What follows belongs to an exercise in optimizing a design on an open flow for small area, a short achievable clock period and few clock cycles; a production flow would make more cautious choices. Where RTL was checked, it was by simulation tests only, not by an equivalence proof against the original.

== the previous run ==
## TriSolve4x4
module TriSolve4x4(
    input              clk,
    input              rst,
    input              start,
    input      [511:0] L_in,
    input      [511:0] U_in,
    input      [127:0] b_in,
    output reg         done,
    output     [127:0] x_out
);
export LEC_CHECK = 0
export ABC_AREA = 1
export CAP_MARGIN = 20
export CORE_AREA = 3 3 447 447
export CTS_BUF_LIST = sky130_fd_sc_hd__clkbuf_8 sky130_fd_sc_hd__clkbuf_4
export DIE_AREA = 0 0 450 450
export PLACE_DENSITY = 0.85
export SLEW_MARGIN = 20
create_clock -name core_clock -period 150.0 [get_ports {clk}]
standard.sh (not shown) runs the stock make flow with config.mk's settings and CLKGATE_MAP_FILE= SYNTH_SCRIPT=/design/flow/synth_recipe.tcl, a recipe that flattens the netlist after the stock synthesis.
==> flow/flow/run.sh <==
#!/bin/bash
# The standard layout (standard.sh: the standard flow's synthesis and ORFS flow) with two
# changes to how it is made:
#  - the port buffers are plain buf_1 cells instead of the default choice
#    (every input and output port still gets its own buffer);
#  - before pin placement, flow/pins.tcl groups, bit by bit, the input pins
#    that feed the same register bit and the output pins of that bit, so that
#    each bit's input multiplexer and output wires stay local.
set -euo pipefail
bash standard.sh "BUFFER_PORTS_ARGS=-buffer_cell sky130_fd_sc_hd__buf_1" \
  "PRE_IO_PLACEMENT_TCL=$PWD/flow/pins.tcl" finish > standard_flow.log 2>&1
==> flow/flow/pins.tcl <==
for {set b 0} {$b < 32} {incr b} {
  set pins {}
  foreach w {4 8 12 9 13 14 0 5 10 15} { lappend pins "L_in\[[expr {$w*32+$b}]\]" }
  foreach w {11 7 6 3 2 1} { lappend pins "U_in\[[expr {$w*32+$b}]\]" }
  foreach w {15 10 5 0} { lappend pins "U_in\[[expr {$w*32+$b}]\]" }
  foreach k {0 1 2 3} { lappend pins "b_in\[[expr {$k*32+$b}]\]" }
  foreach k {0 1 2 3} { lappend pins "x_out\[[expr {$k*32+$b}]\]" }
  set_io_pin_constraint -group -order -pin_names $pins
}
--- input diff the previous run..the current run ---
diff --git a/flow/design.v b/flow/design.v
--- a/flow/design.v
+++ b/flow/design.v
@@ -389,27 +389,25 @@
   wire [W-1:0] sr = r6;
   wire [31:0]  sn = n6;
   wire        wq = ~wt[31];                            
   wire [31:0] qn = dwide ? {nq[30:0], wq} : sn;
   wire        dfin = dbusy & (sc == 6'd1);
   reg         ones_r;
   wire [W-1:0] dm1 = d8 - 1'b1;
   wire        c6f = ones & (r6 == dm1);
   wire        c8f = ones_r & ~dwide & (sr == dm1);
   wire [31:0] dwin = fix ? sd : dbusy ? qn : wset ? mag : n6;
   wire        dwx  = fix | (dbusy ? qsg : ~wset & qsnow);
   wire        dwc  = fix | (dbusy ? (qsg ^ c8f) : wset ? ones : (qsnow ^ c6f));
-  wire [31:0] dwx1 = dwin ^ {32{dwx}};
-  wire [31:0] dwx2 = dwx1 + 32'd1;
-  wire [31:0] dwv  = dwc ? dwx2 : dwx1;
+  wire [31:0] dwv  = (dwin ^ {32{dwx}}) + {31'd0, dwc};
   wire        szw = setup & ((s_zero & ~s_res) | (s_div & ~dnar));
   wire        dwr = dfin | fix | szw | s_fin;
   wire [1:0]  dwrow = fix ? fixrow : drow;
   wire [31:0] dwdata = szw ? 32'd0 : dwv;
   wire [31:0] wrem = wq ? wt : wx;
   wire        dadv = prefold | dfin | (setup & (s_res | s_zero)) | s_fin;
   reg [3:0] sg_n;
   always @* begin
     sg_n = sg;
     if (prefold) sg_n[drow] = d_mone;
     if (setup & s_res) sg_n[drow] = nsg ^ d_mone;
     if ((setup & s_zero & ~s_res) | dfin | s_fin) sg_n[drow] = 1'b0;
### Flow results
In summary, the current run completed successfully, with a layout that passed the timing, design-rule and antenna checks. Compared to the previous run, the routing of the current run uses less wire. Compared with the previous run, the current run shows a critical path depth that is 125 lower. [the current run vs the previous run] source-to-sink clock delay at the later pin of the worst-skew pair: higher in the current run. Cell area after synthesis in the current run is 1.8% lower than in the previous run. The previous run has a higher non-clock buffering overhead in the final layout than the current run. Summary of the current run over the previous run: overall fraction of global-route tracks in use decreased 1.6 points, count of clock buffers in the final design went up, count of vias placed by the detailed router now smaller.
Testbench counts of the current run, summed over its fixed seeds: cycles 4,672.
No functional check of the RTL was part of the previous run.

==> what the ideal ports hide <==
The flow's constraints put no driver on any port. The routed layouts listed below were extracted and timed again, unchanged, in two steps.
Step 1: set_driving_cell puts a clkbuf_16 on clk and a buf_2 on each other input, an assumption about the parent block.
Step 2 adds t to the input delays and takes it off the output delays; t is the mean of the earliest and latest rising clock arrival at the registers after step 1. Input paths then give back, and output paths get back, about the clock's delay inside the block.
a / b / c = ideal ports / drivers / drivers and shift; a / b = the first two.
| run | shift t [ns] | setup slack, ns | worst setup path at the end | worst register clock-pin slew, ns | worst slew at a driven data input, ns |
|---|---|---|---|---|---|
| the previous run | 0.773 | 117.637 / 117.637 / 117.637 | register to register | 0.09 / 0.09 | 0.08 |
| the current run | 0.826 | 118.188 / 118.123 / 117.582 | input to register | 0.09 / 0.09 | 0.18 |
After both steps every run listed still meets setup and hold. The setup slack of the current run, which loses most, moves by -0.065 ns with the drivers and by -0.606 ns with both steps.
